Background: an optimization exercise with open tools, aiming at small area and a short achievable clock period. Do not read the settings as production practice.
At most, simulation tests tie the RTL to the original design; equivalence was not proved.

rev 12:
// MACRegister
module MACRegister(
    input clk,
    input rst,
    input [1:0] opcode,
    input [15:0] a,
    input [15:0] b,
    output [31:0] dataOut
    );
Size in the first run: about 920 cells after synthesis, about 32 flip-flops, ~68 I/O pins, roughly 0.0092 sq mm of cells after synthesis.
clock: 19.0 ns
lec_check: 0
cap_margin: 20
core_margin: 2
core_utilization: 40
setup_slack_margin: 1.0
slew_margin: 20
synth_hierarchical: 1
synth_minimum_keep_size: 0
standard.sh (not shown) runs the stock make flow with config.mk's settings and CLKGATE_MAP_FILE= SYNTH_SCRIPT=/design/flow/synth_recipe.tcl, a recipe that flattens the netlist after the stock synthesis.
==> flow/flow/run.sh <==
#!/bin/bash
# Standard ORFS layout, with the port buffers made of buf_2 cells instead of the default choice.
set -euo pipefail
bash standard.sh "BUFFER_PORTS_ARGS=-buffer_cell sky130_fd_sc_hd__buf_2" finish > make_finish.log 2>&1
### rev 12 -> rev 13
==> flow/flow/run.sh <==
#!/bin/bash
# Standard ORFS layout, with buf_2 port buffers, and timing repair aiming for 11 ns of
# setup slack at the design's clock period (i.e. a tighter internal target).
set -euo pipefail
bash standard.sh "BUFFER_PORTS_ARGS=-buffer_cell sky130_fd_sc_hd__buf_2" "SETUP_SLACK_MARGIN=11" finish > make_finish.log 2>&1
==> comparison <==
- From rev 12 to rev 13, cell count after synthesis did not move at all.
- Diff rev 12 and rev 13: number of gates resized after cts higher in rev 13
- NOTE maximum operating frequency rev 12->rev 13 increased by more than 10%
No functional check of the RTL was part of any run of this note.

MACRegister, a different RTL version from the one above (not shown whole).
Size: about 68 I/O pins, ~0.0090 mm² of cells after synthesis.
export LEC_CHECK = 0
export CAP_MARGIN = 20
export CORE_MARGIN = 2
export CORE_UTILIZATION = 55
export CTS_BUF_LIST = sky130_fd_sc_hd__clkbuf_4 sky130_fd_sc_hd__clkbuf_8
export PLACE_DENSITY = 0.75
export SETUP_SLACK_MARGIN = 1.0
export SLEW_MARGIN = 20
export SYNTH_HIERARCHICAL = 1
export SYNTH_MINIMUM_KEEP_SIZE = 0
create_clock -name core_clock -period 19.0 [get_ports {clk}]
==> flow/flow/run.sh <==
#!/bin/bash
# Standard ORFS layout, with buf_2 port buffers, and timing repair aiming for 10.75 ns of
# setup slack at the design's clock period (i.e. a tighter internal target).
set -euo pipefail
bash standard.sh "BUFFER_PORTS_ARGS=-buffer_cell sky130_fd_sc_hd__buf_2" "SETUP_SLACK_MARGIN=10.75" finish > make_finish.log 2>&1
Next try:
==> flow/flow/run.sh (replaced) <==
#!/bin/bash
# Standard ORFS layout, with buf_2 port buffers, and timing repair aiming for 10.5 ns of
# setup slack at the design's clock period (i.e. a tighter internal target).
set -euo pipefail
bash standard.sh "BUFFER_PORTS_ARGS=-buffer_cell sky130_fd_sc_hd__buf_2" "SETUP_SLACK_MARGIN=10.5" finish > make_finish.log 2>&1
Result: The changed run ran to the end with no violations. Clock skew barely changes. Sequential share of layout area hardly moves. Worst setup slack loses 0.21 ns.
Next try:
==> flow/flow/run.sh (replaced) <==
#!/bin/bash
# Standard ORFS layout, with buf_2 port buffers; before floorplanning, logic cells are set to
# drive strength 1 (flow/downsize.tcl), and timing repair aims for 10.75 ns of setup slack at
# the design's clock period (a tighter internal target), sizing up only what needs it.
set -euo pipefail
export PRE_FLOORPLAN_TCL="$(pwd)/flow/downsize.tcl"
bash standard.sh "BUFFER_PORTS_ARGS=-buffer_cell sky130_fd_sc_hd__buf_2" "SETUP_SLACK_MARGIN=10.75" finish > make_finish.log 2>&1
==> flow/flow/downsize.tcl (new file) <==
# Before floorplanning: give every logic cell that synthesis sized up the drive strength 1 of
# its family (same function and pins). The timing repair later in the flow sizes up again
# only the cells on paths that need it. Flip-flops and clock cells are left alone.
set db [ord::get_db]
set n 0
foreach inst [[ord::get_db_block] getInsts] {
  set m [[$inst getMaster] getName]
  if {![regexp {^(sky130_fd_sc_hd__[a-z0-9]+)_([0-9]+)$} $m -> base sz]} { continue }
  if {$sz <= 1} { continue }
  if {[regexp {__(df|sdf|edf|dl|clk|buf|conb|tap|fill|decap)} $base]} { continue }
  set small [$db findMaster ${base}_1]
  if {$small eq "NULL" || $small eq ""} { continue }
  $inst swapMaster $small
  incr n
}
puts "downsize.tcl: $n cells set to drive strength 1"
Settings changed: CTS_BUF_LIST sky130_fd_sc_hd__clkbuf_4 sky130_fd_sc_hd__clkbuf_8 to default.
Result: The new run finished clean. Core utilization rises by 1.5 points. Die area shrinks by 1.0%. Design area is higher by 2.2%. Critical path depth does not change. Final cell count barely changes. First-iteration DRC count went down by 12%. Non-clock buffer count decreases by 2. Via count rises by 0.46%. Flip-flop and latch count stays the same. Clock skew fell by 0.0046 ns.
Next try:
==> flow/flow/run.sh (replaced) <==
#!/bin/bash
# Standard ORFS layout, with buf_2 port buffers, and timing repair aiming for 10 ns of
# setup slack at the design's clock period (i.e. a tighter internal target).
set -euo pipefail
bash standard.sh "BUFFER_PORTS_ARGS=-buffer_cell sky130_fd_sc_hd__buf_2" "SETUP_SLACK_MARGIN=10" finish > make_finish.log 2>&1
removed: flow/flow/downsize.tcl
Effect: The new run passed the timing, design-rule and antenna checks. Wire length came out lower by a few percent. Fmax went down by a few percent. Sequential cell count stays the same. Clock-buffer cell count decreases by 1. Global-route usage drops by 0.89 points. Worst hold slack stays flat. Via count went down slightly. Sequential share of layout area grows by 0.18 points. Critical path depth stays the same.
Next try:
==> flow/flow/run.sh (replaced) <==
#!/bin/bash
# Standard ORFS layout, with buf_2 port buffers (buf_1 on the outputs, flow/outbuf.tcl after
# global placement), and timing repair aiming for 11.25 ns of setup slack at the design's clock
# period (a tighter internal target), working on the worst paths only (TNS_END_PERCENT=0).
set -euo pipefail
export POST_GLOBAL_PLACE_TCL="$(pwd)/flow/outbuf.tcl"
bash standard.sh "BUFFER_PORTS_ARGS=-buffer_cell sky130_fd_sc_hd__buf_2" "SETUP_SLACK_MARGIN=11.25" "TNS_END_PERCENT=0" finish > make_finish.log 2>&1
==> flow/flow/outbuf.tcl (new file) <==
# After global placement: the buffers that buffer_ports put on the output ports drive only
# the port's load, so give them drive strength 1.
set db [ord::get_db]
set small [$db findMaster sky130_fd_sc_hd__buf_1]
set n 0
foreach bterm [[ord::get_db_block] getBTerms] {
  if {[$bterm getIoType] ne "OUTPUT"} { continue }
  set net [$bterm getNet]
  foreach iterm [$net getITerms] {
    if {![$iterm isOutputSignal]} { continue }
    set inst [$iterm getInst]
    if {[string match sky130_fd_sc_hd__buf_* [[$inst getMaster] getName]]} {
      $inst swapMaster $small
      incr n
    }
  }
}
puts "outbuf.tcl: $n output port buffers set to buf_1"
Settings changed: CTS_BUF_LIST from default to sky130_fd_sc_hd__clkbuf_8.
Hold slack gains 0.011 ns.
Synthesized cell count does not change.
Fmax climbs by roughly a tenth.
Register-to-register slack gains 0.57 ns.
Routed wire length climbs by a few percent.
Via count climbs by a few percent.
Critical path depth is unchanged.
Die area stays the same.
Next try:
==> flow/flow/run.sh (replaced) <==
#!/bin/bash
# Standard ORFS layout, with buf_2 port buffers, and timing repair aiming for 11 ns of
# setup slack at the design's clock period (i.e. a tighter internal target).
set -euo pipefail
bash standard.sh "BUFFER_PORTS_ARGS=-buffer_cell sky130_fd_sc_hd__buf_2" "SETUP_SLACK_MARGIN=11" finish > make_finish.log 2>&1
Settings changed: CTS_BUF_LIST sky130_fd_sc_hd__clkbuf_8 to default.
removed: flow/flow/outbuf.tcl
The changed run produced a clean layout.
Die area is unchanged.
Sequential share of layout area fell by 0.41 points.
Cell count goes up by about 2.6%.
Via count is about the same.
Core utilization goes up by 3.8 points.

MACRegister again, from the RTL that the note above started with.
clock: 19.0 ns
lec_check: 0
cap_margin: 20
core_margin: 2
core_utilization: 55
place_density: 0.75
setup_slack_margin: 1.0
slew_margin: 20
synth_hierarchical: 1
synth_minimum_keep_size: 0
==> flow/flow/run.sh <==
#!/bin/bash
# Standard ORFS layout, with buf_2 port buffers, and timing repair aiming for 10.5 ns of
# setup slack at the design's clock period (i.e. a tighter internal target).
set -euo pipefail
bash standard.sh "BUFFER_PORTS_ARGS=-buffer_cell sky130_fd_sc_hd__buf_2" "SETUP_SLACK_MARGIN=10.5" finish > make_finish.log 2>&1
==> next run, changes <==
==> flow/flow/run.sh (replaced) <==
#!/bin/bash
# Standard ORFS layout, with buf_2 port buffers, and timing repair aiming for 10.75 ns of
# setup slack at the design's clock period (i.e. a tighter internal target).
set -euo pipefail
bash standard.sh "BUFFER_PORTS_ARGS=-buffer_cell sky130_fd_sc_hd__buf_2" "SETUP_SLACK_MARGIN=10.75" finish > make_finish.log 2>&1
Worst hold slack barely changes.
Cell area came out higher by 1.7%.
Flip-flop and latch count stays the same.
Count of clock-buffer cells in the layout does not change.
Fmax is higher by 2.5%.
Non-clock buffer count increases by 2.
Area after synthesis stays the same.
Setup slack improved by 0.21 ns.
==> next run, changes <==
==> flow/flow/run.sh (replaced) <==
#!/bin/bash
# Standard ORFS layout, with buf_1 port buffers, and timing repair aiming for 10.75 ns of
# setup slack at the design's clock period (i.e. a tighter internal target).
set -euo pipefail
bash standard.sh "BUFFER_PORTS_ARGS=-buffer_cell sky130_fd_sc_hd__buf_1" "SETUP_SLACK_MARGIN=10.75" finish > make_finish.log 2>&1
Die area is unchanged. Design area rises by 4.4%. Core utilization went up by 2.6 points. First-iteration DRC count is higher by 22%. Setup slack gets worse by 0.065 ns.
==> next run, changes <==
==> flow/flow/run.sh (replaced) <==
#!/bin/bash
# Standard ORFS layout, with buf_2 port buffers (buf_1 on the outputs, flow/outbuf.tcl after
# global placement), and timing repair aiming for 11 ns of setup slack at the design's clock
# period (a tighter internal target), working on the worst paths only (TNS_END_PERCENT=0).
set -euo pipefail
export POST_GLOBAL_PLACE_TCL="$(pwd)/flow/outbuf.tcl"
bash standard.sh "BUFFER_PORTS_ARGS=-buffer_cell sky130_fd_sc_hd__buf_2" "SETUP_SLACK_MARGIN=11" "TNS_END_PERCENT=0" finish > make_finish.log 2>&1
==> flow/flow/outbuf.tcl (new file) <==
# After global placement: the buffers that buffer_ports put on the output ports drive only
# the port's load, so give them drive strength 1.
set db [ord::get_db]
set small [$db findMaster sky130_fd_sc_hd__buf_1]
set n 0
foreach bterm [[ord::get_db_block] getBTerms] {
  if {[$bterm getIoType] ne "OUTPUT"} { continue }
  set net [$bterm getNet]
  foreach iterm [$net getITerms] {
    if {![$iterm isOutputSignal]} { continue }
    set inst [$iterm getInst]
    if {[string match sky130_fd_sc_hd__buf_* [[$inst getMaster] getName]]} {
      $inst swapMaster $small
      incr n
    }
  }
}
puts "outbuf.tcl: $n output port buffers set to buf_1"
--- a/flow/config.mk
+++ b/flow/config.mk
@@ -10,0 +11 @@
+export CTS_BUF_LIST = sky130_fd_sc_hd__clkbuf_8
Final area shrinks by a few percent; die area does not change; flip-flop and latch count stays the same; global-route usage increases by 1.1 points; first-iteration DRC count came out lower by a quarter to a third; cell count is lower by a few percent; routed wire length decreases by a few percent; clock-buffer cell count stays the same.
==> next run, changes <==
==> flow/flow/run.sh (replaced) <==
#!/bin/bash
# Standard ORFS layout, with buf_2 port buffers, and timing repair aiming for 11 ns of
# setup slack at the design's clock period (i.e. a tighter internal target).
set -euo pipefail
bash standard.sh "BUFFER_PORTS_ARGS=-buffer_cell sky130_fd_sc_hd__buf_2" "SETUP_SLACK_MARGIN=11" finish > make_finish.log 2>&1
--- a/flow/config.mk
+++ b/flow/config.mk
@@ -11 +11 @@
-export CTS_BUF_LIST = sky130_fd_sc_hd__clkbuf_8
+export CTS_BUF_LIST = sky130_fd_sc_hd__clkbuf_4 sky130_fd_sc_hd__clkbuf_8
removed: flow/flow/outbuf.tcl
Worst setup slack gains 0.042 ns; sequential share of layout area is lower by 0.24 points; flip-flop and latch count stays the same; cell area is higher by a few percent; die area stays the same; global-route usage decreases by 1.3 points.

==> static timing again, ports no longer ideal <==
How much do the figures lean on ideal ports? The routed layouts below were timed once more, with nothing changed but the port constraints.
Step 1 sets driving cells, clkbuf_16 on the clock port and buf_2 on the other inputs (assumed; they add their load-dependent delay and slew).
Step 2 also shifts input and output timing later by t, the mid clock arrival at the registers, as if the neighbouring blocks saw the same clock.
Three values: no drivers, after step 1, after step 2; two values: the first two.
run | t, ns | setup WS [ns] | worst setup path at the end
rev 12 | 0.349 | 9.115 / 9.138 / 8.790 | input to register
rev 13 | 0.348 | 10.409 / 10.404 / 10.057 | input to register
the first run of note 2 | 0.359 | 10.885 / 10.894 / 10.535 | input to register
the second run of note 2 | 0.358 | 10.679 / 10.690 / 10.332 | input to register
the third run of note 2 | 0.336 | 10.865 / 10.870 / 10.534 | input to register
the fourth run of note 2 | 0.338 | 10.257 / 10.278 / 9.940 | input to register
the fifth run of note 2 | 0.356 | 11.114 / 11.103 / 10.747 | input to register
the sixth run of note 2 | 0.344 | 11.043 / 10.956 / 10.612 | input to register
the first run of note 3 | 0.339 | 10.676 / 10.694 / 10.355 | input to register
the second run of note 3 | 0.338 | 10.881 / 10.872 / 10.534 | input to register
the third run of note 3 | 0.336 | 10.816 / 10.834 / 10.498 | input to register
the fourth run of note 3 | 0.357 | 11.023 / 11.011 / 10.654 | input to register
the fifth run of note 3 | 0.368 | 11.065 / 11.051 / 10.683 | input to register
After both steps setup and hold are still met in every run listed. The setup slack of the sixth run of note 2, which loses most, moves by -0.087 ns with the drivers and by -0.431 ns with both steps.
